Source: an optimization exercise on an open RTL-to-GDS flow (aim: small area and a short achievable clock period). Production flows keep margins and buffers that such runs may drop.
At most, simulation tests tie the RTL to the original design; equivalence was not proved.
No functional check of the RTL was part of run 1.
Power figures rest on the tool's default switching activity, not on a simulated workload.

## flow/design.v (module list and top-level ports; edited modules follow where they fit)
// module float_copro_dp: 1529 lines
// module float_copro_enc: 30 lines
// module float_copro_add: 15 lines
// module float_copro: 62 lines
module float_copro
   (
    input  logic        clk,
    input  logic        copro_valid,
    input  logic        copro_accept,
    input  logic [10:0] copro_opcode,
    input  logic [31:0] copro_op0,
    input  logic [31:0] copro_op1,
    output logic        copro_complete,
    output logic [31:0] copro_result
    );
  // ...
==> flow/flow/run.sh <==
#!/bin/bash
# Standard ORFS layout (the standard.sh) with these changes:
#  - after the standard synthesis, flow/fixinv.py removes the inverters that
#    Yosys's full-adder extraction leaves between adder cells (it flips the
#    polarity of adder cells, which are self-dual), and the netlist is loaded
#    from the result;
#  - then flow/ksadd.py replaces the gates that add the upper result bits in
#    stage 2 (from the hs_r/hc_r propagate/generate registers and cy_r) by a
#    Kogge-Stone adder (kept only if Yosys proves the two netlists
#    equivalent);
#  - ports are buffered with buf_1 cells (the standard flow picks a larger
#    delay cell); the resizer still sizes them up where timing needs it;
set -euo pipefail
MARGIN=${MARGIN:-9.5}
SPLIT=19      # S of gen/gen.py: result bits below it come from lo_r
R=orfs/results/$FLOW_PLATFORM/float_copro/base
bash standard.sh synth > log_synth.txt 2>&1
cp $R/1_2_yosys.v $R/1_2_yosys_orig.v
python3 flow/fixinv.py $R/1_2_yosys_orig.v $R/1_2_yosys_fixinv.v > log_fixinv.txt 2>&1
python3 flow/xorbal.py $R/1_2_yosys_fixinv.v $R/1_2_yosys_xorbal.v > log_xorbal.txt 2>&1
python3 flow/ksadd.py $R/1_2_yosys_xorbal.v $R/1_2_yosys_ksadd.v $SPLIT > log_ksadd.txt 2>&1
# keep the Kogge-Stone netlist only if Yosys proves it equivalent to the one before
LIB=$FLOW_HOME/platforms/$FLOW_PLATFORM/lib/sky130_fd_sc_hd__tt_025C_1v80.lib
cat > eq_ksadd.ys <<EOT
read_liberty -overwrite -ignore_miss_func $LIB
read_verilog $R/1_2_yosys_xorbal.v
rename float_copro gold
read_verilog $R/1_2_yosys_ksadd.v
rename float_copro gate
flatten gold gate
opt_clean
equiv_make gold gate eq
hierarchy -top eq
equiv_simple -seq 1
equiv_status -assert
EOT
if $FLOW_HOME/../tools/install/yosys/bin/yosys -q -s eq_ksadd.ys > log_eq_ksadd.txt 2>&1; then
  cp $R/1_2_yosys_ksadd.v $R/1_2_yosys.v
else
  echo "ksadd netlist not proved equivalent; using the one before" >> log_eq_ksadd.txt
  cp $R/1_2_yosys_xorbal.v $R/1_2_yosys.v
fi
rm -f $R/1_synth.odb $R/1_synth.sdc
bash standard.sh synth > log_synth_odb.txt 2>&1
for step in floorplan place cts route finish; do
  bash standard.sh SETUP_SLACK_MARGIN=$MARGIN \
    "BUFFER_PORTS_ARGS=-buffer_cell sky130_fd_sc_hd__buf_1" $step > log_$step.txt 2>&1
done
==> flow/flow/fixinv.py <==
#!/usr/bin/env python3
"""Remove inverters around full adders in a Yosys-written gate netlist.

A full adder is self-dual: FA(~a, ~b, ~c) = (~cout, ~sum).  Yosys's extract_fa
leaves many inverters between adder cells.  This script chooses a polarity for
every full-adder cell (all its pins inverted or not) and for every xor2/xnor2
cell (an xor2 is an xnor2 with its output inverted), so that as few signals as
possible are needed in both polarities, and rebuilds the netlist with one
inverter for each signal that is.  Usage: fixinv.py IN.v OUT.v"""
import re, sys, random, math

LIB = "sky130_fd_sc_hd__"
OUTPINS = {"X", "Y", "Q", "Q_N", "COUT", "SUM", "HI", "LO"}

src = open(sys.argv[1]).read()
m = re.search(r"^\s*" + LIB, src, re.M)
head, body = src[:m.start()], src[m.start():]
end = body.rindex("endmodule")
tail, body = body[end:], body[:end]

inst_re = re.compile(r"\s*(" + LIB + r"\w+)\s+(\S+)\s*\((.*?)\);\s*", re.S)
pin_re = re.compile(r"\.(\w+)\(\s*(.*?)\s*\)\s*(?:,|$)", re.S)
cells, order = {}, []
pos = 0
while pos < len(body):
    mm = inst_re.match(body, pos)
    if not mm:
        if body[pos:].strip():
            sys.exit("unparsed netlist text: " + body[pos:pos + 200])
        break
    typ, name, pins = mm.groups()
    cells[name] = [typ, {p: n.strip() for p, n in pin_re.findall(pins.strip())}]
    order.append(name)
    pos = mm.end()

ports = set()
for mo in re.finditer(r"^\s*(?:output|input)\s+(\[\d+:\d+\]\s*)?(\S+)\s*;", head, re.M):
    rng, nm = mo.groups()
    if rng:
        a, b = map(int, re.findall(r"\d+", rng))
        ports.update(f"{nm}[{i}]" for i in range(min(a, b), max(a, b) + 1))
    ports.add(nm)

def kind(c):
    t = cells[c][0][len(LIB):]
    if t.startswith("inv_") or t.startswith("clkinv_"):
        return "inv"
    if t.startswith("fa_"):
        return "fa"
    if t.startswith("xor2_") or t.startswith("xnor2_"):
        return "x2"
    return "other"

drv, lds = {}, {}
for c, (t, pm) in cells.items():
    for p, n in pm.items():
        (drv.__setitem__(n, (c, p)) if p in OUTPINS else lds.setdefault(n, []).append((c, p)))

# root of every net through inverter chains
def root(n):
    par = 0
    seen = 0
    while n in drv and kind(drv[n][0]) == "inv" and seen < 50:
        n = cells[drv[n][0]][1]["A"]
        par ^= 1
        seen += 1
    return n, par

invs = [c for c in cells if kind(c) == "inv"]
roots = {}   # root net -> {"loads": [(cell, pin, par)], "names": {par: name}}
def R(r):
    return roots.setdefault(r, {"loads": [], "names": {0: r}})
for n in set(list(drv) + list(lds)):
    if n in drv and kind(drv[n][0]) == "inv":
        r, par = root(n)
        R(r)["names"].setdefault(par, n)
for c in cells:
    if kind(c) == "inv":
        continue
    for p, n in cells[c][1].items():
        if p in OUTPINS:
            continue
        r, par = root(n)
        R(r)["loads"].append((c, p, par))
for r, d in roots.items():
    for par, name in list(d["names"].items()):
        pass
port_need = {}
for pn in ports:
    if pn in drv or pn in lds:
        r, par = root(pn)
        if r in roots or pn in drv:
            R(r)
            if roots[r]["names"].get(par) not in (None, pn):
                # two names of the same phase, one a port: keep as is by making the
                # port a separate load that needs that phase
                pass
            roots[r]["names"][par] = pn
            port_need.setdefault(r, set()).add(par)

flip = {c: 0 for c in cells if kind(c) in ("fa", "x2")}
def drvflip(r):
    d = drv.get(r)
    if d is None:
        return 0
    c = d[0]
    return flip.get(c, 0)

def loadflip(c):
    return flip.get(c, 0) if kind(c) == "fa" else 0

def cost_root(r):
    d = roots[r]
    s = drvflip(r)
    need = set()
    for c, p, par in d["loads"]:
        need.add(par ^ loadflip(c) ^ s)
    for par in port_need.get(r, ()):
        need.add(par ^ s)
    return 1 if len(need) > 1 or (need == {1}) else 0
# note: need == {1} alone means every load wants the other phase: 1 inverter

cell_roots = {}
for r, d in roots.items():
    if r in drv:
        cell_roots.setdefault(drv[r][0], set()).add(r)
    for c, p, par in d["loads"]:
        cell_roots.setdefault(c, set()).add(r)

def total():
    return sum(cost_root(r) for r in roots)

start_inv = len(invs)
best = total()
cur = best
bestflip = dict(flip)
vars_ = list(flip)
random.seed(1)
T = 1.0
N = 60000
for it in range(N):
    T = 1.0 * (1 - it / N) + 0.02
    c = random.choice(vars_)
    rs = cell_roots.get(c, ())
    before = sum(cost_root(r) for r in rs)
    flip[c] ^= 1
    after = sum(cost_root(r) for r in rs)
    dlt = after - before
    if dlt <= 0 or random.random() < math.exp(-dlt / T):
        cur += dlt
        if cur < best:
            best = cur
            bestflip = dict(flip)
    else:
        flip[c] ^= 1
flip = bestflip

# rebuild
for c in invs:
    del cells[c]
newid = [0]
new_wires = []
def fresh(base):
    newid[0] += 1
    n = f"_fixinv_{newid[0]}_"
    new_wires.append(n)
    return n
ninv = 0
for r, d in roots.items():
    s = drvflip(r)
    names = dict(d["names"])
    if r in drv:
        # driver output now carries phase s
        pass
    need = {}
    for c, p, par in d["loads"]:
        ph = par ^ loadflip(c)
        need.setdefault(ph, []).append((c, p))
    for par in port_need.get(r, ()):
        need.setdefault(par, [])
    if not need:
        continue
    # the driven net: name of phase s
    if s not in names:
        names[s] = fresh(r)
    if r in drv:
        c, p = drv[r]
        cells[c][1][p] = names[s]
    for ph, lst in need.items():
        if ph not in names:
            names[ph] = fresh(r)
        for c, p in lst:
            cells[c][1][p] = names[ph]
        if ph != s:
            newid[0] += 1
            nm = f"_fixinv_i{newid[0]}_"
            cells[nm] = [LIB + "inv_1", {"A": names[s], "Y": names[ph]}]
            order.append(nm)
            ninv += 1
for c in cells:
    if kind(c) == "fa" and flip[c]:
        pass  # pins already rewired by phase; the cell itself is unchanged

for c in list(cells):
    if kind(c) == "x2" and flip[c]:
        t = cells[c][0]
        pm = cells[c][1]
        if "xnor2_" in t:
            cells[c][0] = t.replace("xnor2_", "xor2_")
            pm["X"] = pm.pop("Y")
        else:
            cells[c][0] = t.replace("xor2_", "xnor2_")
            pm["Y"] = pm.pop("X")
out = [head]
for w in new_wires:
    out.append(f"  wire {w};\n")
for c in order:
    if c in cells:
        t, pm = cells[c]
        out.append(f"  {t} {c} (\n" + ",\n".join(f"    .{p}({n}{' ' if n.startswith(chr(92)) else ''})" for p, n in pm.items()) + "\n  );\n")
out.append(tail)
open(sys.argv[2], "w").write("".join(out))
print(f"fixinv: inverters {start_inv} -> {ninv} (model {best}); flipped {sum(flip.values())} cells",
      file=sys.stderr)
==> flow/flow/ksadd.py <==
#!/usr/bin/env python3
"""Rebuild the adder in front of the upper result bits as a Kogge-Stone adder.

In stage 2, copro_result[S+i] = p_i ^ carry_i, where p_i (register hs_r[i])
and g_i (register hc_r[i]) are the propagate/generate pairs of the upper
bits and the carry into them starts with cy_r.  ABC maps this adder as
slack permits in its own view, which ignores the output delay.  This script
removes the gates in the fan-in of those output ports and puts in a
Kogge-Stone prefix tree of alternating a21oi/o21ai and nand2/nor2 cells.
With MODE sc the registers hs_r/hc_r hold the two carry-save rows instead,
and the propagate/generate pairs are formed here first.
Usage: ksadd.py IN.v OUT.v S [pg|sc]"""
import re, sys

inp, outp, S = sys.argv[1], sys.argv[2], int(sys.argv[3])
MODE = sys.argv[4] if len(sys.argv) > 4 else "pg"
LIB = "sky130_fd_sc_hd__"
OUTPINS = {"X", "Y", "Q", "Q_N", "COUT", "SUM", "HI", "LO"}
src = open(inp).read()
m = re.search(r"^\s*" + LIB, src, re.M)
head, body = src[:m.start()], src[m.start():]
end = body.rindex("endmodule")
tail, body = body[end:], body[:end]
inst_re = re.compile(r"\s*(" + LIB + r"\w+)\s+(\S+)\s*\((.*?)\);\s*", re.S)
pin_re = re.compile(r"\.(\w+)\(\s*(.*?)\s*\)\s*(?:,|$)", re.S)
cells, order = {}, []
pos = 0
while pos < len(body):
    mm = inst_re.match(body, pos)
    if not mm:
        if body[pos:].strip():
            sys.exit("unparsed netlist text: " + body[pos:pos + 200])
        break
    typ, name, pins = mm.groups()
    cells[name] = [typ, {p: n.strip() for p, n in pin_re.findall(pins.strip())}]
    order.append(name)
    pos = mm.end()
drv, lds = {}, {}
for c, (t, pm) in cells.items():
    for p, n in pm.items():
        (drv.__setitem__(n, c) if p in OUTPINS else lds.setdefault(n, []).append(c))

def base(c):
    return cells[c][0][len(LIB):]

pq, gq, cy = {}, {}, None
for c, (t, pm) in cells.items():
    if not base(c).startswith("dfxtp"):
        continue
    nm = c.lstrip("\\")
    mo = re.match(r"hs_r\[(\d+)\]", nm)
    if mo:
        pq[int(mo.group(1))] = pm["Q"]
    mo = re.match(r"hc_r\[(\d+)\]", nm)
    if mo:
        gq[int(mo.group(1))] = pm["Q"]
    if nm.startswith("cy_r"):
        cy = pm["Q"]
H = 32 - S
assert cy and all(i in pq for i in range(H)), (cy, sorted(pq))
outs = [f"copro_result[{S + i}]" for i in range(H)]

# gates in the fan-in of the upper outputs, back to registers
cone, stack = set(), list(outs)
while stack:
    n = stack.pop()
    c = drv.get(n)
    if c is None or c in cone or base(c).startswith("df"):
        continue
    cone.add(c)
    stack += [x for p, x in cells[c][1].items() if p not in OUTPINS]
for c in cone:
    for p, n in cells[c][1].items():
        if p in OUTPINS:
            for l in lds.get(n, []):
                assert l in cone, f"{c} also feeds {l}"
for c in cone:
    del cells[c]

nid = [0]
wires = []
def net():
    nid[0] += 1
    w = f"_ksadd_n{nid[0]}_"
    wires.append(w)
    return w
def cell(typ, pins):
    nid[0] += 1
    nm = f"_ksadd_c{nid[0]}_"
    cells[nm] = [LIB + typ, pins]
    order.append(nm)
def inv(s):
    y = net()
    cell("inv_1", {"A": s, "Y": y})
    return y

# propagate/generate of every upper bit, as (net, inverted)
pbit, gbit = {}, {}
for i in range(H):
    if MODE == "pg" or i not in gq:
        pbit[i] = (pq[i], 0)
        gbit[i] = (gq[i], 0) if (MODE == "pg" and i in gq) else (None, 0)
    else:
        y = net()
        cell("xnor2_1", {"A": pq[i], "B": gq[i], "Y": y})
        pbit[i] = (y, 1)
        y = net()
        cell("nand2_1", {"A": pq[i], "B": gq[i], "Y": y})
        gbit[i] = (y, 1)
# node k: position 0 = carry in (g = cy, p = 0), position k = bit k-1
G = [(cy, 0)] + [gbit[k - 1] for k in range(1, H)]
P = [None] + [pbit[k - 1] for k in range(1, H)]
def topol(sig, want):
    s, pol = sig
    return s if pol == want else inv(s)
d = 1
while d < H:
    nG, nP = list(G), list(P)
    for k in range(d, H):
        gk, pk, gj = G[k], P[k], G[k - d]
        if pk is None or gj[0] is None:
            continue       # propagate 0 or nothing to pass on: G unchanged
        if gk[0] is None:  # generate 0: G = P_k & G_j
            pol = pk[1]
            a, b = topol(pk, pol), topol(gj, pol)
            y = net()
            cell("nand2_1" if pol == 0 else "nor2_1", {"A": a, "B": b, "Y": y})
            nG[k] = (y, 1 - pol)
        else:
            pol = gk[1]
            a1, a2, b1 = topol(pk, pol), topol(gj, pol), gk[0]
            y = net()
            cell("a21oi_1" if pol == 0 else "o21ai_1", {"A1": a1, "A2": a2, "B1": b1, "Y": y})
            nG[k] = (y, 1 - pol)
        pj = P[k - d]
        if pj is None:
            nP[k] = None
        else:
            pol = pk[1]
            a, b = topol(pk, pol), topol(pj, pol)
            y = net()
            cell("nand2_1" if pol == 0 else "nor2_1", {"A": a, "B": b, "Y": y})
            nP[k] = (y, 1 - pol)
    G, P = nG, nP
    d *= 2
for i in range(H):
    c, pol = G[i]
    pn, ppol = pbit[i]
    if c is None:
        cell("buf_1" if ppol == 0 else "inv_1", {"A": pn, ("X" if ppol == 0 else "Y"): outs[i]})
    elif pol == ppol:
        cell("xor2_1", {"A": pn, "B": c, "X": outs[i]})
    else:
        cell("xnor2_1", {"A": pn, "B": c, "Y": outs[i]})

ndrv = {}
for c, (t, pm) in cells.items():
    for p, n in pm.items():
        if p in OUTPINS:
            ndrv[n] = ndrv.get(n, 0) + 1
assert all(v == 1 for v in ndrv.values()), "a net with two drivers"
assert all(ndrv.get(o) == 1 for o in outs)

def esc(n):
    return n + " " if n.startswith("\\") else n
out = [head]
for w in wires:
    out.append(f"  wire {w};\n")
for c in order:
    if c in cells:
        t, pm = cells[c]
        out.append(f"  {t} {c} (\n" + ",\n".join(f"    .{p}({esc(n)})" for p, n in pm.items()) + "\n  );\n")
out.append(tail)
open(outp, "w").write("".join(out))
print(f"ksadd: replaced {len(cone)} gates by a {H}-bit Kogge-Stone adder", file=sys.stderr)
==> flow/flow/xorbal.py <==
#!/usr/bin/env python3
"""Rebalance xor trees in a gate netlist by estimated arrival time.

ABC sees the logic between full-adder cells with every input arriving at the
same time, so the parity of the top product column (an xor of many adder
outputs) often has its latest inputs at the bottom of the tree.  This pass
finds every tree of xor2/xnor2/xor3/xnor3 cells (each inner cell feeding only
the next one), estimates when each leaf signal arrives with a coarse delay
model, and rebuilds the tree from xor2 cells, always joining the two earliest
signals (an xnor2 at the root when the parity is inverted).
Usage: xorbal.py IN.v OUT.v"""
import re, sys

LIB = "sky130_fd_sc_hd__"
OUTPINS = {"X", "Y", "Q", "Q_N", "COUT", "SUM", "HI", "LO"}

src = open(sys.argv[1]).read()
m = re.search(r"^\s*" + LIB, src, re.M)
head, body = src[:m.start()], src[m.start():]
end = body.rindex("endmodule")
tail, body = body[end:], body[:end]
inst_re = re.compile(r"\s*(" + LIB + r"\w+)\s+(\S+)\s*\((.*?)\);\s*", re.S)
pin_re = re.compile(r"\.(\w+)\(\s*(.*?)\s*\)\s*(?:,|$)", re.S)
cells, order = {}, []
pos = 0
while pos < len(body):
    mm = inst_re.match(body, pos)
    if not mm:
        if body[pos:].strip():
            sys.exit("unparsed netlist text: " + body[pos:pos + 200])
        break
    typ, name, pins = mm.groups()
    cells[name] = [typ, {p: n.strip() for p, n in pin_re.findall(pins.strip())}]
    order.append(name)
    pos = mm.end()
ports = set()
for mo in re.finditer(r"^\s*(?:output|input)\s+(\[\d+:\d+\]\s*)?(\S+)\s*;", head, re.M):
    rng, nm = mo.groups()
    if rng:
        a, b = map(int, re.findall(r"\d+", rng))
        ports.update(f"{nm}[{i}]" for i in range(min(a, b), max(a, b) + 1))
    ports.add(nm)

def base(c):
    return re.sub(r"_\d+$", "", cells[c][0][len(LIB):])

XOR = {"xor2": (["A", "B"], "X", 0), "xnor2": (["A", "B"], "Y", 1),
       "xor3": (["A", "B", "C"], "X", 0), "xnor3": (["A", "B", "C"], "X", 1)}

def build():
    drv, lds = {}, {}
    for c, (t, pm) in cells.items():
        for p, n in pm.items():
            if p in OUTPINS:
                drv[n] = (c, p)
            else:
                lds.setdefault(n, []).append((c, p))
    return drv, lds
drv, lds = build()

DELAY = {"fa": {"SUM": 0.5, "COUT": 0.42}, "ha": {"SUM": 0.3, "COUT": 0.25},
         "dfxtp": {"Q": 0.4}, "xor2": 0.2, "xnor2": 0.2, "xor3": 0.35, "xnor3": 0.35,
         "inv": 0.07, "buf": 0.15, "clkbuf": 0.15}
memo = {}
def arrival(n, depth=0):
    if n in memo:
        return memo[n]
    d = drv.get(n)
    if d is None or depth > 400:
        return 0.0
    c, p = d
    b = base(c)
    dl = DELAY.get(b, 0.2)
    if isinstance(dl, dict):
        dl = dl.get(p, 0.3)
    dl += 0.02 * len(lds.get(n, []))
    if b.startswith("dfxtp") or b.startswith("dfrtp"):
        t = dl
    else:
        t = dl + max([arrival(x, depth + 1) for q, x in cells[c][1].items()
                      if q not in OUTPINS] + [0.0])
    memo[n] = t
    return t

def is_x(c):
    return c in cells and base(c) in XOR

def inner(c):
    """c is an inner node: its output feeds exactly one load, an xor cell."""
    out = cells[c][1][XOR[base(c)][1]]
    l = lds.get(out, [])
    return out not in ports and len(l) == 1 and is_x(l[0][0])

sys.setrecursionlimit(10000)
for n in list(drv):
    arrival(n)
QUANT = 0.8
roots = [c for c in order if is_x(c) and not inner(c)]
newid = [0]
new_wires = []
changed = 0
for r in roots:
    leaves, parity, members = [], 0, []
    stack = [r]
    while stack:
        c = stack.pop()
        members.append(c)
        ins, out, inv = XOR[base(c)]
        parity ^= inv
        for p in ins:
            n = cells[c][1][p]
            d = drv.get(n)
            if d and is_x(d[0]) and inner(d[0]) and d[0] not in members:
                stack.append(d[0])
            else:
                # an inverter in front of the tree only flips its parity
                while d and d[0] in cells and base(d[0]) in ("inv", "clkinv"):
                    n = cells[d[0]][1]["A"]
                    parity ^= 1
                    d = drv.get(n)
                leaves.append(n)
    if len(leaves) < 3:
        continue
    # equal leaves cancel
    cnt = {}
    for n in leaves:
        cnt[n] = cnt.get(n, 0) + 1
    leaves = [n for n in cnt for _ in range(cnt[n] % 2)]
    if len(leaves) < 2:
        continue
    # arrival estimates are coarse: quantize them so that leaves of about the
    # same arrival are joined in balanced trees rather than chains
    items = sorted((round(arrival(n) / QUANT) * QUANT, n) for n in leaves)
    rout = cells[r][1][XOR[base(r)][1]]
    for c in members:
        del cells[c]
    while len(items) > 1:
        (t0, x), (t1, y) = items[0], items[1]
        items = items[2:]
        last = not items
        newid[0] += 1
        nm = f"_xorbal_{newid[0]}_"
        if last:
            o = rout
            typ = "xnor2_1" if parity else "xor2_1"
        else:
            o = f"_xorbal_n{newid[0]}_"
            new_wires.append(o)
            typ = "xor2_1"
        cells[nm] = [LIB + typ, {"A": x, "B": y, ("Y" if typ.startswith("xnor") else "X"): o}]
        order.append(nm)
        items.append((max(t0, t1) + 0.2, o))
        items.sort()
    changed += 1

# drop inverters left without loads
while True:
    drv, lds = build()
    dead = [c for c in cells if base(c) in ("inv", "clkinv")
            and not lds.get(cells[c][1]["Y"]) and cells[c][1]["Y"] not in ports]
    if not dead:
        break
    for c in dead:
        del cells[c]

out = [head]
for w in new_wires:
    out.append(f"  wire {w};\n")
for c in order:
    if c in cells:
        t, pm = cells[c]
        out.append(f"  {t} {c} (\n" + ",\n".join(
            f"    .{p}({n}{' ' if n.startswith(chr(92)) else ''})" for p, n in pm.items()) + "\n  );\n")
out.append(tail)
open(sys.argv[2], "w").write("".join(out))
print(f"xorbal: rebuilt {changed} xor trees", file=sys.stderr)
==> flow/standard.sh <==
#!/bin/bash
# synth_recipe.tcl (not shown) runs the flow's synth.tcl, then flattens the netlist and writes it again
# the make line also repeats each setting of config.mk as NAME=value (left out here)
make -C /OpenROAD-flow-scripts/flow DESIGN_CONFIG=/design/flow/config.mk WORK_HOME=/design/flow/orfs CLKGATE_MAP_FILE= SYNTH_SCRIPT=/design/flow/synth_recipe.tcl "${@:-finish}"
==> flow/config.mk <==
export PLATFORM = sky130hd
export DESIGN_NAME = float_copro
export DESIGN_NICKNAME = float_copro
export VERILOG_FILES = /design/flow/design.v
export SDC_FILE = /design/flow/constraint.sdc
export NUM_CORES = 4
export LEC_CHECK = 0
export CAP_MARGIN = 20
export CORE_MARGIN = 2
export CORE_UTILIZATION = 65
export SLEW_MARGIN = 20
==> flow/constraint.sdc <==
create_clock -name core_clock -period 14.0 [get_ports {clk}]
set_input_delay 2.8000 -clock core_clock [delete_from_list [all_inputs] [get_ports {clk}]]
set_output_delay 2.8000 -clock core_clock [all_outputs]
set_load 0.01 [all_outputs]
==> run summary, run 1 <==
Run status
The run finished with no timing, DRC or antenna violations.

Route
The total length of routed met2 wires is 19100 µm. The wire length on met3 is slightly above 4000 µm. The post-detailed-routing wire length is approximately 43000 µm.

Placed design
The HPWL after detailed placement is around 30000 µm.

Pwr
The main power-consuming group is combinational logic. The share of total power dissipated in sequential elements is 22.0%. The total power after layout is 2.98 mW.

Critical path
The worst flop-to-flop path startpoint is one_r[10]. The critical path starts at cnt[1]. The category of the critical setup timing path is flip-flop to output port. The destination of the critical timing path is copro_complete. Broken down by cell family, the worst path's largest delay share belongs to adder cells. Counting both buffers and inverters, the worst setup path holds a total of 1. In this run the worst path has a maximum fanout of 2.

Data on the critical path is required at its endpoint by ~11 ns.

Global routing
The busiest metal layer after global routing is met2. Global routing consumed, on the met2 layer, 54.4% of the routing resources. The met1 track demand over resource in global routing is between 40% and 50%.

Clocking
The tree is rooted in a clkbuf_16. After clock tree synthesis, the clock-pin slew on the worst setup and hold paths is 0.08 ns.

Final layout
Summing all multi-input logic gate instances after layout gives approximately 12000 µm². The repair_antennas step left the layout with diodes totalling 0. Across the whole layout, multi-input logic makes up between 60 and 70% of the cell area. Measured on the finished design, the core utilization comes to roughly 72%. In the final layout, flip-flops and latches occupy 3330 µm².

Timing
The final count of negative-setup-slack endpoints is 0.

Flow run
Max-cap violations in this run came to 0.

Logic synthesis
The net count of the mapped netlist is roughly 1900.
==> module float_copro, before the edit <==
module float_copro
   (
    input  logic        clk,
    input  logic        copro_valid,
    input  logic        copro_accept,
    input  logic [10:0] copro_opcode,
    input  logic [31:0] copro_op0,
    input  logic [31:0] copro_op1,
    output logic        copro_complete,
    output logic [31:0] copro_result
    );
   wire mul_d    = copro_opcode[1:0] == 2'd2;
   wire addsub_d = !copro_opcode[1];
   wire sub_d    = copro_opcode[1:0] == 2'd1;
   logic        mul_r, as_r;    
   logic [3:0]  cnt;            
   logic [31:0] b_r, c_r;
   logic [15:0] one, two, neg;
   logic [15:0] one_d, two_d, neg_d;
   float_copro_enc encoder (
      .a(copro_op0), .mul(mul_d), .addsub(addsub_d), .sub(sub_d),
      .one(one_d), .two(two_d), .neg(neg_d)
   );
   logic [15:0] one_r, two_r, neg_r;
   assign one = one_r;
   assign two = two_r;
   assign neg = neg_r;
   logic [18:0] lo_d, lo_r;
   logic        cy_d, cy_r;
   logic [12:0] hs_d, hc_d, hs_r, hc_r;
   float_copro_dp datapath (
      .one(one), .two(two), .neg(neg), .b(b_r), .c(c_r),
      .lo(lo_d), .lo_cy(cy_d), .hi_s(hs_d), .hi_c(hc_d)
   );
   always_ff @(posedge clk) begin
      b_r   <= copro_op1;
      mul_r <= mul_d;
      as_r  <= addsub_d;
      one_r <= one_d;
      two_r <= two_d;
      neg_r <= neg_d;
      c_r   <= copro_op0 & {32{addsub_d}};
      lo_r  <= lo_d;
      cy_r  <= cy_d;
      hs_r  <= hs_d;
      hc_r  <= hc_d;
      if (!copro_valid || copro_accept)
         cnt <= 4'd0;
      else if (cnt != 4'd15)
         cnt <= cnt + 4'd1;
   end
   assign copro_complete = mul_r ? cnt >= 4'd2 : as_r ? cnt >= 4'd3 : cnt >= 4'd11;
   wire [13:0] carry;
   assign carry[0] = cy_r;
   genvar i;
   generate
      for (i = 0; i < 13; i = i + 1) begin : hi_carry
         assign carry[i+1] = hc_r[i] | (hs_r[i] & carry[i]);
      end
   endgenerate
   assign copro_result = {hs_r ^ carry[12:0], lo_r};
endmodule
==> run 2, diff against run 1 <==
--- a/flow/design.v
+++ b/flow/design.v
@@ -1,18 +1,18 @@
 module float_copro_dp (
    input  logic [15:0] one,
    input  logic [15:0] two,
    input  logic [15:0] neg,
    input  logic [31:0] b,
    input  logic [31:0] c,
-   output logic [18:0] lo,
+   output logic [20:0] lo,
    output logic        lo_cy,
-   output logic [12:0] hi_s,
-   output logic [12:0] hi_c
+   output logic [10:0] hi_s,
+   output logic [10:0] hi_c
    );
    wire pp0_0;
    wire pp0_1;
    wire pp0_2;
    wire pp0_3;
    wire pp0_4;
    wire pp0_5;
    wire pp0_6;
@@ -1518,19 +1518,19 @@
    assign tx24 = tx22 ^ tx23;
    assign tx25 = fc99 ^ fc142;
    assign tx26 = tx24 ^ tx25;
    assign tx27 = tx26 ^ fc143;
    assign tx28 = tx27 ^ fc168;
    assign tx29 = tx28 ^ fc196;
    wire [31:0] rs = {tx29, fc195, fc194, fc193, fc192, fc191, fc190, fc189, fc188, fc187, fc186, fc185, fc184, fc183, fc182, fc181, fc180, fc179, fc178, fc177, fc176, fc175, fc174, fc173, fc172, fc171, fc170, hc29, hs29, hc28, hc27, pp0_0};
    wire [31:0] rc = {1'b0, fs196, fs195, fs194, fs193, fs192, fs191, fs190, fs189, fs188, fs187, fs186, fs185, fs184, fs183, fs182, fs181, fs180, fs179, fs178, fs177, fs176, fs175, fs174, fs173, fs172, fs171, fs170, fc169, fs169, hs28, hs27};
-   float_copro_add #(.N(19), .CI(0)) lo_add (.a(rs[18:0]), .b(rc[18:0]), .ci(1'b0), .y({lo_cy, lo}));
-   assign hi_s = rs[31:19] ^ rc[31:19];
-   assign hi_c = rs[31:19] & rc[31:19];
+   float_copro_add #(.N(21), .CI(0)) lo_add (.a(rs[20:0]), .b(rc[20:0]), .ci(1'b0), .y({lo_cy, lo}));
+   assign hi_s = rs[31:21] ^ rc[31:21];
+   assign hi_c = rs[31:21] & rc[31:21];
 endmodule
 module float_copro_enc (
    input  logic [31:0] a,
    input  logic        mul,
    input  logic        addsub,
    input  logic        sub,
    output logic [15:0] one,
    output logic [15:0] two,
@@ -1594,19 +1594,19 @@
    float_copro_enc encoder (
       .a(copro_op0), .mul(mul_d), .addsub(addsub_d), .sub(sub_d),
       .one(one_d), .two(two_d), .neg(neg_d)
    );
    logic [15:0] one_r, two_r, neg_r;
    assign one = one_r;
    assign two = two_r;
    assign neg = neg_r;
-   logic [18:0] lo_d, lo_r;
+   logic [20:0] lo_d, lo_r;
    logic        cy_d, cy_r;
-   logic [12:0] hs_d, hc_d, hs_r, hc_r;
+   logic [10:0] hs_d, hc_d, hs_r, hc_r;
    float_copro_dp datapath (
       .one(one), .two(two), .neg(neg), .b(b_r), .c(c_r),
       .lo(lo_d), .lo_cy(cy_d), .hi_s(hs_d), .hi_c(hc_d)
    );
    always_ff @(posedge clk) begin
       b_r   <= copro_op1;
       mul_r <= mul_d;
       as_r  <= addsub_d;
@@ -1619,18 +1619,18 @@
       hs_r  <= hs_d;
       hc_r  <= hc_d;
       if (!copro_valid || copro_accept)
          cnt <= 4'd0;
       else if (cnt != 4'd15)
          cnt <= cnt + 4'd1;
    end
    assign copro_complete = mul_r ? cnt >= 4'd2 : as_r ? cnt >= 4'd3 : cnt >= 4'd11;
-   wire [13:0] carry;
+   wire [11:0] carry;
    assign carry[0] = cy_r;
    genvar i;
    generate
-      for (i = 0; i < 13; i = i + 1) begin : hi_carry
+      for (i = 0; i < 11; i = i + 1) begin : hi_carry
          assign carry[i+1] = hc_r[i] | (hs_r[i] & carry[i]);
       end
    endgenerate
-   assign copro_result = {hs_r ^ carry[12:0], lo_r};
+   assign copro_result = {hs_r ^ carry[10:0], lo_r};
 endmodule
--- a/flow/flow/run.sh
+++ b/flow/flow/run.sh
@@ -6,18 +6,18 @@
 #    from the result;
 #  - then flow/ksadd.py replaces the gates that add the upper result bits in
 #    stage 2 (from the hs_r/hc_r propagate/generate registers and cy_r) by a
 #    Kogge-Stone adder (kept only if Yosys proves the two netlists
 #    equivalent);
 #  - ports are buffered with buf_1 cells (the standard flow picks a larger
 #    delay cell); the resizer still sizes them up where timing needs it;
 set -euo pipefail
-MARGIN=${MARGIN:-9.5}
-SPLIT=19      # S of gen/gen.py: result bits below it come from lo_r
+MARGIN=${MARGIN:-9.7}
+SPLIT=21      # S of gen/gen.py: result bits below it come from lo_r
 R=orfs/results/$FLOW_PLATFORM/float_copro/base
 bash standard.sh synth > log_synth.txt 2>&1
 cp $R/1_2_yosys.v $R/1_2_yosys_orig.v
 python3 flow/fixinv.py $R/1_2_yosys_orig.v $R/1_2_yosys_fixinv.v > log_fixinv.txt 2>&1
 python3 flow/xorbal.py $R/1_2_yosys_fixinv.v $R/1_2_yosys_xorbal.v > log_xorbal.txt 2>&1
 python3 flow/ksadd.py $R/1_2_yosys_xorbal.v $R/1_2_yosys_ksadd.v $SPLIT > log_ksadd.txt 2>&1
 # keep the Kogge-Stone netlist only if Yosys proves it equivalent to the one before
 LIB=$FLOW_HOME/platforms/$FLOW_PLATFORM/lib/sky130_fd_sc_hd__tt_025C_1v80.lib
==> run summary, run 2 <==
Logic synthesis
The number of instances in the synthesized netlist is 1495. The net count of the mapped netlist was 1847 (-0.65%). The cell area after synthesis is 15300 µm². The average cell area after synthesis is between 10 and 15 µm².

For this run, the number of Yosys warnings is 1.

Final layout
The share of cells above drive strength 1 is between 10% and 20%. The number of fillers in the final layout is 1700. The growth of design area from synthesis to finish is 13.3%. The count of antenna diodes in the layout is 0 (unchanged). The largest registers in the layout are b_r x32, c_r x32, lo_r x21. The final core utilization is 74.5% (+2.2 points). At the end of the flow, the number of nets in the layout was 1878. The area used by sequential logic in the layout is 3320 µm² (-0.15%). Leaving out fill and tap cells, the most frequent cell in the layout is xnor2_1. The area occupied by multi-input gates was 12000 µm² (+1.6%). The top cell types in the final layout, fill and taps aside, are xnor2_1 (253), a22oi_1 (223), fa_1 (194).

Global routing
The via count of the first global-routing pass is roughly 12000. The first global-routing pass estimated 67500 µm of wire. Entering global routing, the biggest net connects about 50 pins. The number of antenna violations at the first check in global routing is 0. The overall overflow remaining after global route is 0. The global-route total usage across every layer is 35.9%.

Die
In this run the horizontal extent of the chip is approximately 160 µm. From bottom edge to top edge, the die measures about 160 µm. The total area inside the core boundary comes to 23300 µm². The count of boundary I/O pins is about 110.

The total number of placement rows is 56. Once the floorplan was initialized, standard cells occupied between 60% and 70% of the core. The die covers 24800 µm².

Timing
Adding up every negative setup slack in the final design gives 0 ns. The final count of negative-setup-slack endpoints came to 0 (unchanged). The final worst setup slack is 9.56 ns. At the pin with the least slew margin, the transition time is 0.726 ns. Measured against its own limit, the worst slew margin works out to between 50% and 60%. The worst clock skew is roughly 0.019 ns. The final critical path takes up 31.7% of the cycle. For the finished layout, the period the worst path requires is 4.44 ns. The highest clock frequency the design can meet is between 0.2 and 0.25 GHz.

Setup repair after global routing could not meet its margin everywhere. The final-report hold violation count is 0. The max-slew violation count is 0.

Critical path
The category of the critical setup timing path is flip-flop to output port. For this run, the slowest stage of the critical path takes about 0.38 ns. The worst setup path is captured at an output port. The signal on the critical path passes through nand2_1, o21ai_2, a21oi_2, o21ai_2, xor2_1, buf_2. The worst setup path is launched from a flip-flop. The largest individual stage delay along the critical path comes from the cell dfxtp_2. Counting stages on the worst path, the most repeated cell is o21ai_2. At the worst endpoint, the arrival time is 1.64 ns. The required arrival time at the worst endpoint is 11.20 ns (about the same). The maximum fanout along the worst path came to 4 (+2).

Placed design
The final HPWL from detailed placement is 29000 µm (-0.31%). The minimum setup slack after placement is between 9 and 10 ns. The final weighted congestion in routability-driven placement is 0.892. The count of buffers inserted at the top-level ports is a little over 100.

Run status
The run finished with no timing, DRC or antenna violations.

Clocking
The insertion delay of the later-clocked pin in the worst-skew pair is between 0.4 and 0.5 ns. The clock buffer count from CTS is 17. No sink is reached through more buffers than the 2 on the longest clock path. The CTS clock-pin slew for the worst setup and hold paths is 0.08 ns (about the same). The root buffer cell chosen for the clock tree is clkbuf_16. TritonCTS built the clock tree. The cts-stage hold buffer count is 0. The total number of clock tree sinks is around 160.

In this run the number of H-tree levels came out at 4.

Pwr
The standby leakage power is a little under 7 nW. The highest ir drop seen on vdd is 174 µV. The total power divided by cell area is around 190 nW/µm².

Route
The count of unresolved DRC violations after routing is 0. Dividing the detail-routed wire length by the instance count gives approximately 24 µm. The remaining number of nets flagged by the antenna check after routing is 0. Across all layers, the routed design uses between 10000 and 15000 vias. After detailed routing, the number of vias per cell comes to around 6.5. The post-detailed-routing wire length came to 44600 µm (+4.9%).

For this block, the initial DRC count from the detailed router was around 1400. The count of TritonRoute iterations in the first routing pass is 6.

Min path
The worst hold path class is flip-flop to flip-flop.

Flow run
The max-cap violation count is 0 (unchanged).
==> run 2: per-layer routing <==
layer	vias to the layer above	global-route usage, %	wire (µm)
met5	-	0	0
met4	0	12.0	1470
met3	131	6.39	4630
met2	801	56.4	20300
met1	5901	50.6	18300
li1	5214	-	-
==> run 2: critical path: cells and delay by family, from the launching register on <==
family | cells | cell delay [ns]
AND/OR/NAND/NOR | 1 | 0.13
buffers and inverters | 1 | 0.15
flip-flops | 1 | 0.38
AO/OA/AOI/OAI | 3 | 0.38
XOR/XNOR | 1 | 0.16
==> run 2: final timing paths <==
| kind | depth (start not counted) | to | start | slack [ns] |
|---|---|---|---|---|
| max | 6 | copro_result[30] | hs_r[3] | 9.56 |
| min | 2 | cnt[1] | cnt[1] | 0.58 |
| max reg2reg | 13 | cy_r | one_r[1] | 9.69 |
| min reg2reg | 2 | cnt[1] | cnt[1] | 0.58 |
==> run 2: report_power, final <==
part	internal (mW)	total [mW]	switching, mW
Clock	0.247	0.481	0.234
Sequential	0.576	0.655	0.0785
Combinational	0.979	2.08	1.10
Total	1.80	3.22	1.41
==> run 2: cell type report <==
type                            instances  area share (%)
Tap cell                              319            2.30
Multi-Input combinational cell       1174            69.0
Clock inverter                         13           0.780
Inverter                               18           0.411
Sequential cell                       161            19.2
Clock buffer                           19            2.61
Timing Repair Buffer                  154            5.78
==> run 2: what timing repair did <==
| item | CTS | global route |
|---|---|---|
| setup buffers | 7 | 7 |
| gates resized for setup | 91 | 115 |
| endpoints found under the setup margin | 45 | 23 |
| pin swaps | 14 | 40 |
| cloned | 0 | 3 |
==> run 2: through the flow <==
stage,area (µm²),total power [mW],hold slack (ns),instances
global route,17300,3.48,0.611,1858
global placement,15800,2.43,0.554,1809
CTS,16700,3.03,0.562,1848
finish,17300,3.22,0.581,1858
detailed placement,15800,2.47,0.576,1809
floorplan,15300,1.99,0.524,1495
==> run 3, diff against run 2 <==
--- a/flow/flow/run.sh
+++ b/flow/flow/run.sh
@@ -12,5 +12,5 @@
 #    delay cell); the resizer still sizes them up where timing needs it;
 set -euo pipefail
-MARGIN=${MARGIN:-9.7}
+MARGIN=${MARGIN:-9.5}
 SPLIT=21      # S of gen/gen.py: result bits below it come from lo_r
 R=orfs/results/$FLOW_PLATFORM/float_copro/base
==> run summary, run 3 <==
Critical path
The required arrival time at the worst endpoint is 14.31 ns (+3.11 ns). The critical path starts at b_r[19]. The critical path goes through a22oi_1, xnor2_1, fa_1, fa_1, fa_1, fa_1, fa_1, ha_1, nand3_1, o41ai_1.

The setup slack of the worst register-to-register path is 9.49 ns (-0.20 ns). The critical path's most frequent cell is fa_1. The destination of the critical timing path is cy_r. The maximum fanout along the worst path was 13 (+9). The endpoint of the lowest-slack register-to-register path is cy_r. The critical path in this run is classified as flip-flop to flip-flop. The worst flop-to-flop path startpoint is b_r[19]. The slowest stage of the critical path is the dfxtp_1 cell. The worst path arrival time is 4.82 ns (+3.18 ns).

The number of cells on the worst reg-to-reg path was 10 (-3). The worst setup path is launched from a flip-flop. STA classifies the critical path endpoint as a flip-flop.

The delay of the slowest critical-path stage is 0.76 ns (+0.38 ns).

Logic synthesis
The number of instances in the synthesized netlist was 1495 (unchanged). The cell area after synthesis was 15300 µm² (unchanged). The net count of the mapped netlist is 1847 (unchanged). The yosys synthesis warning count was 1 (unchanged).

The average cell area after synthesis is 10.2 µm² (unchanged).

Final layout
Leaving out fill and tap cells, the most frequent cells in the layout are xnor2_1 (256), a22oi_1 (227), fa_1 (195). The number of fillers in the final layout came to 1786 (+5.1%). The final core utilization is 72.4% (-2.1 points). The final-stage net count is 1870 (-0.43%).

The largest registers in the layout are b_r x32, c_r x32, lo_r x21. The share of cells above drive strength 1 is 10.1% (-5.1 points). The count of antenna diodes in the layout is 0 (unchanged). The library cell used most frequently in the layout, excluding fill and tap cells, is xnor2_1.

The growth of design area from synthesis to finish is 10.1%.

Timing
The final count of negative-setup-slack endpoints is 0 (unchanged). The total negative slack for setup checks is 0 ns (unchanged). The relative slew slack is 31.4% (-20 points). The time the worst path needs with I/O delays and setup is 4.51 ns (+0.0747 ns). The worst clock skew came to 0.0157 ns (-0.00297 ns). Setup repair after global routing could not meet its margin everywhere. The final-report hold violation count is 0 (unchanged). The max-slew violation count is 0 (unchanged). The fraction of the cycle the final worst path needs is 32.2% (+0.53 points). The highest clock frequency the design can meet is 0.222 GHz (-1.7%). The transition time of the tightest slew-check pin is 1.03 ns (+0.304 ns).

Pwr
The switching power share of the total was 44.2% (+0.23 points). The cell-internal power was 1.69 mW (-6.0%). The highest ir drop seen on vdd is 156 µV (-11%). The relative contribution of sequential cells to total power came to 21.0% (+0.6 points). The standby leakage power is 6.61 nW (-2.4%). The clock group share of total power is 16.3% (+1.3 points).

The logic gate share of total power is 62.7% (-2.0 points). The total power after layout is 3.03 mW (-5.6%). The total power divided by cell area is 180 nW/µm² (-2.9%). The switching power is 1.34 mW (-5.1%).

Placed design
The final weighted congestion in routability-driven placement is 0.907 (+1.7%). The count of buffers inserted at the top-level ports is 101 (unchanged). The final HPWL from detailed placement came to 28900 µm (-0.56%).

Clocking
The buffer type at the clock tree root is clkbuf_16. The insertion delay of the later-clocked pin in the worst-skew pair is 0.44 ns (about the same). The total number of clock tree sinks is 161 (unchanged).

TritonCTS built the clock tree. The number of buffers between clock root and the deepest sink is 2 (unchanged). The clock buffer count from CTS is 17 (unchanged).

The cts-stage hold buffer count came to 0 (unchanged). The CTS clock-pin slew for the worst setup and hold paths is 0.08 ns (about the same). The count of H-tree levels built during CTS is 4 (unchanged).

Die
The total number of placement rows is 56 (unchanged). The die extent in x came to 157 µm (unchanged). The die height is 157 µm (unchanged). The effective utilization at floorplan was 65.8% (unchanged).

The die area is 24800 µm² (unchanged). The count of boundary I/O pins is 111 (unchanged). The placeable core region was 23300 µm² (unchanged).

Route
The remaining number of nets flagged by the antenna check after routing is 0 (unchanged). The post-detailed-routing wire length is 42800 µm (-4.0%). The overall via count from detail_route is 11914 (-1.1%). The count of TritonRoute iterations in the first routing pass is 9 (+3). The count of unresolved DRC violations after routing came to 0 (unchanged). The via density per instance is 6.44 (-0.68%). The number of DRC markers in iteration 0 is 1514 (+5.4%).

The wire length per cell after detailed routing came to 23.1 µm (-3.6%).

Run status
The run finished with no timing, DRC or antenna violations.

Global routing
The met1 track demand over resource in global routing is 51.0% (+0.37 points). The pin count of the biggest net entering global routing is 51 (unchanged). The via count of the first global-routing pass is 11691 (-2.9%). The global-route total usage across every layer is 35.3% (-0.68 points). The number of antenna violations at the first check in global routing was 0 (unchanged).

The first-pass GRT wire length was 66600 µm (-1.3%). The met2 global-route usage came to 54.0% (-2.4 points). In this run the most used layer during global routing was met2.

The overall overflow remaining after global route is 0 (unchanged). The routing usage on met3 was 6.36% (-0.028 points).

Flow run
The max-cap violation count is 0 (unchanged).

Min path
The worst hold path belongs to the class flip-flop to flip-flop.
==> run 3: power by group through the flow <==
| stage | Combinational, mW | Clock (mW) | Sequential, mW |
|---|---|---|---|
| 2_1_floorplan | 1.35 | 0 | 0.628 |
| 3_3_place_gp | 1.79 | 0 | 0.632 |
| 3_5_place_dp | 1.84 | 0 | 0.633 |
| 4_1_cts | 1.87 | 0.498 | 0.624 |
| 5_1_grt | 2.14 | 0.517 | 0.646 |
| 6_report | 1.90 | 0.495 | 0.638 |
==> run 3: through the flow <==
stage	area (µm²)	hold slack [ns]	setup slack [ns]	instances
global route	16800	0.610	9.43	1850
CTS	16500	0.565	9.47	1848
finish	16800	0.556	9.49	1850
global placement	15800	0.552	9.07	1813
detailed placement	15800	0.562	9.06	1813
floorplan	15300	0.524	9.50	1495
==> run 3: per-layer routing <==
layer,part of all wire [%],vias up,wire length [µm]
met1,42,5822,17900
met4,3.0,0,1290
met3,11,127,4640
met2,44,766,19000
met5,0,-,0
li1,-,5199,-
==> run 3: how the worst min path moves through the flow <==
stage | cells past startpoint | slack, ns | from | end
floorplan | 2 | 0.52 | cnt[3] | cnt[2]
global placement | 2 | 0.55 | cnt[3] | cnt[2]
detailed placement | 2 | 0.56 | cnt[3] | cnt[2]
CTS | 2 | 0.57 | cnt[3] | cnt[2]
global route | 2 | 0.61 | cnt[1] | cnt[1]
finish | 2 | 0.56 | cnt[3] | cnt[2]
==> run 3: worst max-delay path: cells and delay by family (launching register included) <==
family                   cells  cell delay, ns
XOR/XNOR                     1            0.18
adder cells (fa/ha/maj)      6            2.79
flip-flops                   1            0.76
AO/OA/AOI/OAI                2            0.55
AND/OR/NAND/NOR              1            0.10
==> run 3: layout make-up <==
class                           count  area (µm²)  area share [%]
Sequential cell                   161        3270            19.4
Tap cell                          319         399            2.37
Timing Repair Buffer              146         881            5.23
Clock inverter                     15         190            1.13
Clock buffer                       17         425            2.53
Multi-Input combinational cell   1174       11600            68.9
Inverter                           18        71.3           0.423
==> run 3: timing repair <==
action                     4_1_cts  5_1_grt
setup buffers                    3        0
resized for setup               19       82
cloned                           0        2
setup endpoints to repair       19       15
pin swaps                        1        9
==> run 4, diff against run 3 <==
--- a/flow/flow/run.sh
+++ b/flow/flow/run.sh
@@ -9,4 +9,6 @@
 #    Kogge-Stone adder (kept only if Yosys proves the two netlists
 #    equivalent);
+#  - then flow/faexp.py rebuilds the full adders of the last tree levels
+#    (depth 3 and more) from xor2 and maj3 cells, which are faster;
 #  - ports are buffered with buf_1 cells (the standard flow picks a larger
 #    delay cell); the resizer still sizes them up where timing needs it;
@@ -36,9 +38,10 @@
 EOT
 if $FLOW_HOME/../tools/install/yosys/bin/yosys -q -s eq_ksadd.ys > log_eq_ksadd.txt 2>&1; then
-  cp $R/1_2_yosys_ksadd.v $R/1_2_yosys.v
+  cp $R/1_2_yosys_ksadd.v $R/1_2_yosys_s2.v
 else
   echo "ksadd netlist not proved equivalent; using the one before" >> log_eq_ksadd.txt
-  cp $R/1_2_yosys_xorbal.v $R/1_2_yosys.v
+  cp $R/1_2_yosys_xorbal.v $R/1_2_yosys_s2.v
 fi
+python3 flow/faexp.py $R/1_2_yosys_s2.v $R/1_2_yosys.v 3 > log_faexp.txt 2>&1
 rm -f $R/1_synth.odb $R/1_synth.sdc
 bash standard.sh synth > log_synth_odb.txt 2>&1
==> flow/flow/faexp.py (new file) <==
#!/usr/bin/env python3
"""Replace the full-adder cells of the last adder-tree levels by faster gates.

A sky130 full-adder cell is compact but slow from its inputs to SUM.  The
last levels of the product's adder tree lie on the longest paths of the
multiplier stage, so this script rebuilds each full adder whose depth (in
full adders from the registers) is at least MINDEPTH from two xor2 cells for
the sum and a maj3 cell for the carry.
Usage: faexp.py IN.v OUT.v MINDEPTH"""
import re, sys

inp, outp, mind = sys.argv[1], sys.argv[2], int(sys.argv[3])
LIB = "sky130_fd_sc_hd__"
OUTPINS = {"X", "Y", "Q", "Q_N", "COUT", "SUM", "HI", "LO"}
src = open(inp).read()
m = re.search(r"^\s*" + LIB, src, re.M)
head, body = src[:m.start()], src[m.start():]
end = body.rindex("endmodule")
tail, body = body[end:], body[:end]
inst_re = re.compile(r"\s*(" + LIB + r"\w+)\s+(\S+)\s*\((.*?)\);\s*", re.S)
pin_re = re.compile(r"\.(\w+)\(\s*(.*?)\s*\)\s*(?:,|$)", re.S)
cells, order = {}, []
pos = 0
while pos < len(body):
    mm = inst_re.match(body, pos)
    if not mm:
        if body[pos:].strip():
            sys.exit("unparsed netlist text: " + body[pos:pos + 200])
        break
    typ, name, pins = mm.groups()
    cells[name] = [typ, {p: n.strip() for p, n in pin_re.findall(pins.strip())}]
    order.append(name)
    pos = mm.end()
drv = {}
for c, (t, pm) in cells.items():
    for p, n in pm.items():
        if p in OUTPINS:
            drv[n] = c
def base(c):
    return cells[c][0][len(LIB):]
sys.setrecursionlimit(10000)
memo = {}
def depth(n):
    """full adders on the longest path from a register to net n"""
    if n in memo:
        return memo[n]
    memo[n] = 0
    c = drv.get(n)
    if c is None or base(c).startswith("df"):
        return 0
    d = max([depth(x) for p, x in cells[c][1].items() if p not in OUTPINS] + [0])
    if base(c).startswith("fa_"):
        d += 1
    memo[n] = d
    return d
fadepth = {c: depth(cells[c][1]["SUM"]) for c in order if base(c).startswith("fa_")}
nid = [0]
wires = []
count = 0
for c in list(order):
    if c not in cells or not base(c).startswith("fa_"):
        continue
    pm = cells[c][1]
    if fadepth[c] < mind:
        continue
    a, b, ci = pm["A"], pm["B"], pm["CIN"]
    nid[0] += 1
    t = f"_faexp_n{nid[0]}_"
    wires.append(t)
    del cells[c]
    cells[c + "_x1"] = [LIB + "xor2_1", {"A": a, "B": b, "X": t}]
    cells[c + "_x2"] = [LIB + "xor2_1", {"A": t, "B": ci, "X": pm["SUM"]}]
    cells[c + "_mj"] = [LIB + "maj3_1", {"A": a, "B": b, "C": ci, "X": pm["COUT"]}]
    order += [c + "_x1", c + "_x2", c + "_mj"]
    count += 1
def esc(n):
    return n + " " if n.startswith("\\") else n
def cname(n):
    return n if not n.startswith("\\") else n + " "
out = [head]
for w in wires:
    out.append(f"  wire {w};\n")
for c in order:
    if c in cells:
        t, pm = cells[c]
        out.append(f"  {t} {cname(c)} (\n" + ",\n".join(f"    .{p}({esc(n)})" for p, n in pm.items()) + "\n  );\n")
out.append(tail)
open(outp, "w").write("".join(out))
print(f"faexp: {count} full adders of depth >= {mind} rebuilt from gates", file=sys.stderr)
==> run summary, run 4 <==
Run status
The flow ran to the end and the layout has no timing, DRC or antenna violations.

Final layout
The share of cells above drive strength 1 is 8.17% (-1.9 points). The final instance area is 17000 µm² (+1.2%). The area used by sequential logic in the layout is 3260 µm² (-0.19%).

The library cell used most frequently in the layout, excluding fill and tap cells, is xnor2_1. The number of fillers in the final layout came to 1942 (+8.7%). The area growth from synthesis to layout is 7.93%.

In the layout the commonest cells are xnor2_1 (258), a22oi_1 (227), xor2_1 (204). The final core utilization is 70.7% (-1.7 points). The area occupied by multi-input gates is 12000 µm² (+3.6%). In the final layout, the registers with the most flip-flops are b_r x32, c_r x32, lo_r x21. The count of antenna diodes in the layout was 0 (unchanged). The final-stage net count came to 1928 (+3.1%).

Route
The number of DRC markers in iteration 0 is 1130 (-25%). The via density per instance is 6.31 (-1.9%). The count of TritonRoute iterations in the first routing pass is 7 (-2). The wire length per cell after detailed routing is 21.8 µm (-5.8%).

The post-detailed-routing wire length is 43100 µm (+0.67%). The remaining number of nets flagged by the antenna check after routing came to 0 (unchanged). The overall via count from detail_route came to 12484 (+4.8%). The count of unresolved DRC violations after routing is 0 (unchanged).

Clocking
TritonCTS built the clock tree. The CTS clock-pin slew for the worst setup and hold paths is 0.08 ns (about the same). The clock buffer count from CTS is 17 (unchanged). The buffer type at the clock tree root is clkbuf_16. The insertion delay of the later-clocked pin in the worst-skew pair is 0.44 ns (about the same). The number of buffers between clock root and the deepest sink is 2 (unchanged). The total number of clock tree sinks is 161 (unchanged). The count of H-tree levels built during CTS came to 4 (unchanged).

Timing
The final worst setup slack came to 9.59 ns (+0.102 ns). The transition time of the tightest slew-check pin was 1.02 ns (-0.00665 ns). The fraction of the cycle the final worst path needs is 31.5% (-0.73 points). The total negative slack for setup checks came to 0 ns (unchanged). The relative slew slack is 31.8% (+0.44 points). The highest clock frequency the design can meet is 0.227 GHz (+2.3%).

The time the worst path needs with I/O delays and setup is 4.41 ns (-0.102 ns). Setup repair after global routing could not meet its margin everywhere. The final-report hold violation count was 0 (unchanged). The max-slew violation count is 0 (unchanged). The final count of negative-setup-slack endpoints was 0 (unchanged).

The worst clock skew is 0.0203 ns (+0.00463 ns).

Global routing
The pin count of the biggest net entering global routing came to 51 (unchanged). The via count of the first global-routing pass was 12426 (+6.3%). The global-route total usage across every layer is 34.2% (-1.1 points). The first-pass GRT wire length came to 68800 µm (+3.3%). The number of antenna violations at the first check in global routing is 0 (unchanged). The overall overflow remaining after global route is 0 (unchanged).

Die
The die height is 160 µm (+1.5%). The total number of placement rows is 57 (+1.8%). The count of boundary I/O pins is 111 (unchanged).

The effective utilization at floorplan is 65.5% (-0.28 points). The placeable core region came to 24100 µm² (+3.6%). The die extent in x is 160 µm (+1.5%). The die area is 25500 µm² (+3.1%).

Logic synthesis
The yosys synthesis warning count is 1 (unchanged). The net count of the mapped netlist is 1912 (+3.5%). The cell area after synthesis was 15800 µm² (+3.2%). The number of instances in the synthesized netlist is 1625 (+8.7%).

The average cell area after synthesis is 9.71 µm² (-5.1%).

Min path
The number of cells traversed by the worst hold path came to 2 (unchanged). The worst hold path class is flip-flop to flip-flop.

Critical path
The worst path arrival time came to 1.61 ns (-3.21 ns). The critical path is of the flip-flop to output port type. STA classifies the critical path endpoint as an output port. The required arrival time at the worst endpoint is 11.20 ns (-3.11 ns). The number of cells on the worst reg-to-reg path is 16 (+6). The setup slack of the worst register-to-register path is 9.64 ns (+0.15 ns). The maximum fanout along the worst path is 5 (-8).

The worst setup path is launched from a flip-flop.

Pwr
The standby leakage power was 6.83 nW (+3.3%). The highest ir drop seen on vdd is 183 µV (+18%). The total power divided by cell area came to 185 nW/µm² (+2.6%). The total power after layout is 3.15 mW (+3.8%).

Placed design
The minimum setup slack after placement is 9.08 ns (+0.0195 ns). The final weighted congestion in routability-driven placement is 0.911 (+0.40%). The count of buffers inserted at the top-level ports is 101 (unchanged). The post-placement cell area came to 16300 µm² (+2.9%). The final HPWL from detailed placement is 29600 µm (+2.4%).

Flow run
The max-cap violation count was 0 (unchanged).
run 4: what timing repair did:
action                                  4_1_cts  5_1_grt
hold buffers                                  0        0
endpoints found under the setup margin       12       14
gates resized for setup                       9       47
gates cloned                                  0        0
setup buffers                                 0        3
pin swaps                                     0        3
hold endpoints to repair                      0        0
run 4: cell type report:
| class | count | share of cell area, % |
|---|---|---|
| well taps | 324 | 2.38 |
| clock inverters | 13 | 0.867 |
| inverters | 18 | 0.419 |
| repair buffers | 139 | 4.04 |
| clock buffers | 18 | 2.58 |
| flip-flops and latches | 161 | 19.1 |
| multi-input cells | 1304 | 70.6 |
run 4: power breakdown:
group	internal, mW	leakage (nW)	switching, mW
combinational	0.898	5.20	1.12
clock	0.258	0.288	0.235
sequential	0.572	1.34	0.0664
total	1.73	6.83	1.42
run 4: metal layers:
metal / up-vias / routed length (µm) / GRT usage, %
met2: 685 / 19700 / 54.1
met5: - / 0 / 0
met3: 88 / 4060 / 6.70
met1: 6074 / 18300 / 47.7
met4: 0 / 1120 / 10.4
li1: 5637 / - / -
run 4: final timing paths:
kind	endpoint	startpoint
setup / recovery	copro_result[31]	cy_r
hold / removal	cnt[1]	cnt[1]
setup reg to reg	lo_r[20]	b_r[10]
hold reg to reg	cnt[1]	cnt[1]
run 4: per-stage QoR:
stage	hold WS [ns]	std cells
finish	0.542	1977
global route	0.589	1977
CTS	0.573	1974
detailed placement	0.560	1943
global placement	0.553	1943
floorplan	0.524	1625
run 4: worst max-delay path, stage by stage, from the launching register on:
cell and delay (ns):
dfxtp_4 0.41, inv_1 0.07, o21ai_2 0.18, inv_1 0.06, o21ai_1 0.14, xor2_1 0.15
buf_1 0.16
==> run 5, diff against run 4 <==
--- a/flow/flow/run.sh
+++ b/flow/flow/run.sh
@@ -14,5 +14,5 @@
 #    delay cell); the resizer still sizes them up where timing needs it;
 set -euo pipefail
-MARGIN=${MARGIN:-9.5}
+MARGIN=${MARGIN:-9.7}
 SPLIT=21      # S of gen/gen.py: result bits below it come from lo_r
 R=orfs/results/$FLOW_PLATFORM/float_copro/base
==> run summary, run 5 <==
Die
The placeable core region was 24100 µm² (unchanged). The total number of placement rows is 57 (unchanged). The die extent in x is 160 µm (unchanged). The die area is 25500 µm² (unchanged). The effective utilization at floorplan is 65.5% (unchanged).

The die height was 160 µm (unchanged). The count of boundary I/O pins is 111 (unchanged).

Logic synthesis
The average cell area after synthesis is 9.71 µm² (unchanged). The net count of the mapped netlist came to 1912 (unchanged). The number of instances in the synthesized netlist is 1625 (unchanged).

The cell area after synthesis came to 15800 µm² (unchanged). The yosys synthesis warning count is 1 (unchanged).

Route
The post-detailed-routing wire length is 43600 µm (+1.1%). The remaining number of nets flagged by the antenna check after routing is 0 (unchanged). The wire length per cell after detailed routing was 22.0 µm (+0.73%). The count of TritonRoute iterations in the first routing pass is 9 (+2). The overall via count from detail_route is 12516 (+0.26%). The number of DRC markers in iteration 0 came to 1144 (+1.2%). The via density per instance is 6.31 (about the same). The count of unresolved DRC violations after routing came to 0 (unchanged).

Critical path
The kind of launch point of the worst setup path is a flip-flop. The critical path endpoint category is an output port. By startpoint and endpoint, the worst setup path is classified as flip-flop to output port. The worst path arrival time is 1.61 ns (about the same). The maximum fanout along the worst path was 4 (-1). The required arrival time at the worst endpoint is 11.20 ns (about the same). The setup slack of the worst register-to-register path came to 9.78 ns (+0.14 ns).

Pwr
The total power divided by cell area was 186 nW/µm² (+0.56%). The highest ir drop seen on vdd is 171 µV (-7.0%). The standby leakage power is 6.92 nW (+1.4%).

Timing
The total negative slack for setup checks came to 0 ns (unchanged). The relative slew slack is 43.4% (+12 points). The fraction of the cycle the final worst path needs is 31.5% (about the same). The max-slew violation count is 0 (unchanged).

The worst clock skew is 0.0171 ns (-0.00316 ns). The final-report hold violation count is 0 (unchanged). The highest clock frequency the design can meet is 0.227 GHz (about the same). The transition time of the tightest slew-check pin is 0.848 ns (-0.175 ns). Setup repair after global routing could not meet its margin everywhere.

The tightest hold margin came to 0.563 ns (+0.0214 ns). The final count of negative-setup-slack endpoints is 0 (unchanged). The time the worst path needs with I/O delays and setup is 4.41 ns (-0.00179 ns).

Placed design
The final weighted congestion in routability-driven placement is 0.912 (+0.20%). The final HPWL from detailed placement is 29800 µm (+0.82%). The count of buffers inserted at the top-level ports is 101 (unchanged).

Final layout
Compared with the post-synthesis result, the final layout area differs by 9.78%. The count of antenna diodes in the layout came to 0 (unchanged). The share of cells above drive strength 1 is 10.8% (+2.7 points).

The final-stage net count is 1934 (+0.31%). The final core utilization is 71.9% (+1.2 points). The largest registers in the layout are b_r x32, c_r x32, lo_r x21. In the layout the commonest cells are xnor2_1 (257), a22oi_1 (227), xor2_1 (204). The most common cell after layout, fill and taps aside is xnor2_1.

Clocking
The number of buffers between clock root and the deepest sink is 2 (unchanged). The insertion delay of the later-clocked pin in the worst-skew pair is 0.44 ns (about the same). The total number of clock tree sinks is 161 (unchanged). The CTS tree is done. The buffer type at the clock tree root is clkbuf_16. The count of H-tree levels built during CTS is 4 (unchanged). The cts-stage hold buffer count came to 0 (unchanged). The clock buffer count from CTS was 17 (unchanged). The CTS clock-pin slew for the worst setup and hold paths is 0.07 ns (about the same).

Min path
The tightest min-delay check is of the flip-flop to flip-flop type.

Flow run
The max-cap violation count is 0 (unchanged).

Global routing
The first-pass GRT wire length was 68800 µm (about the same). The overall overflow remaining after global route is 0 (unchanged). The number of antenna violations at the first check in global routing is 0 (unchanged).

The global-route total usage across every layer is 34.2% (+0.047 points). The via count of the first global-routing pass was 12408 (-0.14%). The pin count of the biggest net entering global routing is 51 (unchanged).

Run status
The run finished with no timing, DRC or antenna violations.
## run 5: path summary, 6_finish.rpt
check | startpoint | to | depth (start not counted)
max | hs_r[2] | copro_result[30] | 6
min | cnt[0] | cnt[0] | 2
max reg2reg | b_r[10] | lo_r[20] | 16
min reg2reg | cnt[0] | cnt[0] | 2
## run 5: cell type report
cell class / count / area [µm²]
Clock buffer: 18 / 439
Clock inverter: 14 / 164
Fill cell: 1930 / 6780
Inverter: 18 / 71.3
Multi-Input combinational cell: 1304 / 12200
Sequential cell: 161 / 3300
Tap cell: 324 / 405
Timing Repair Buffer: 145 / 776
## run 5: through the flow
step	cell area, µm²	instances	total power, mW	setup WS, ns
3_5_place_dp	16300	1944	2.64	9.02
6_report	17300	1984	3.22	9.59
2_1_floorplan	15800	1625	2.19	9.77
4_1_cts	17100	1981	3.18	9.62
3_3_place_gp	16300	1944	2.58	8.85
5_1_grt	17300	1984	3.49	9.52
## run 5: what timing repair did
action                                 in CTS  in global routing
endpoints found under the hold margin       0                  0
pin swaps                                  10                 12
gates resized for setup                    67                 60
setup endpoints to repair                  23                 16
buffers inserted                            5                  3
## run 5: critical path, stage by stage, from the launching register on
cell,delay [ns]
dfxtp_4,0.37
a21oi_4,0.18
o21ai_2,0.08
a21oi_2,0.18
o21ai_2,0.09
xor2_1,0.14
buf_2,0.14
## run 5: routing by layer
layer | GRT usage [%] | part of all wire (%) | up-vias
met5 | 0 | 0 | -
met4 | 10.3 | 2.6 | 0
met3 | 7.22 | 9.5 | 71
met2 | 55.3 | 46 | 661
met1 | 46.5 | 42 | 6130
li1 | - | - | 5654
## run 5: power breakdown
group          switching, mW  leakage (nW)  internal (mW)  total [mW]
Clock                  0.242         0.292          0.246       0.488
Sequential            0.0727          1.35          0.578       0.650
Combinational           1.15          5.28          0.934        2.09

-- re-timing with driven ports --
In the flow no input, the clock included, has a driving cell. The finished layouts below were timed again as built, in two steps. Step 1, drivers: a clkbuf_16 drives clk and a buf_2 each remaining input, both assumed. Step 2, shift: input delay + t, output delay - t, t = (earliest + latest rising clock arrival at the registers) / 2. This alone moves slack from input paths to output paths. Three values: ideal ports, drivers, drivers and shift; two values: the first two.
run | t (ns) | slack for setup (ns) | worst hold slack (ns) | slew at the worst register clock pin (ns) | pins driven straight from the clock port
run 1 | 0.488 | 9.469 / 9.416 / 9.290 | 0.574 / 0.574 / 0.574 | 0.09 / 0.09 | 1
run 2 | 0.483 | 9.562 / 9.512 / 9.526 | 0.581 / 0.581 / 0.581 | 0.08 / 0.08 | 1
run 3 | 0.487 | 9.487 / 9.487 / 9.487 | 0.556 / 0.556 / 0.556 | 0.08 / 0.08 | 1
run 4 | 0.485 | 9.589 / 9.536 / 9.188 | 0.542 / 0.542 / 0.542 | 0.08 / 0.08 | 1
run 5 | 0.482 | 9.591 / 9.538 / 9.603 | 0.563 / 0.563 / 0.563 | 0.09 / 0.09 | 1
After both steps setup and hold are still met in every run listed. For run 4, which loses most, drivers alone change the setup slack by -0.053 ns; drivers and shift together by -0.401 ns.
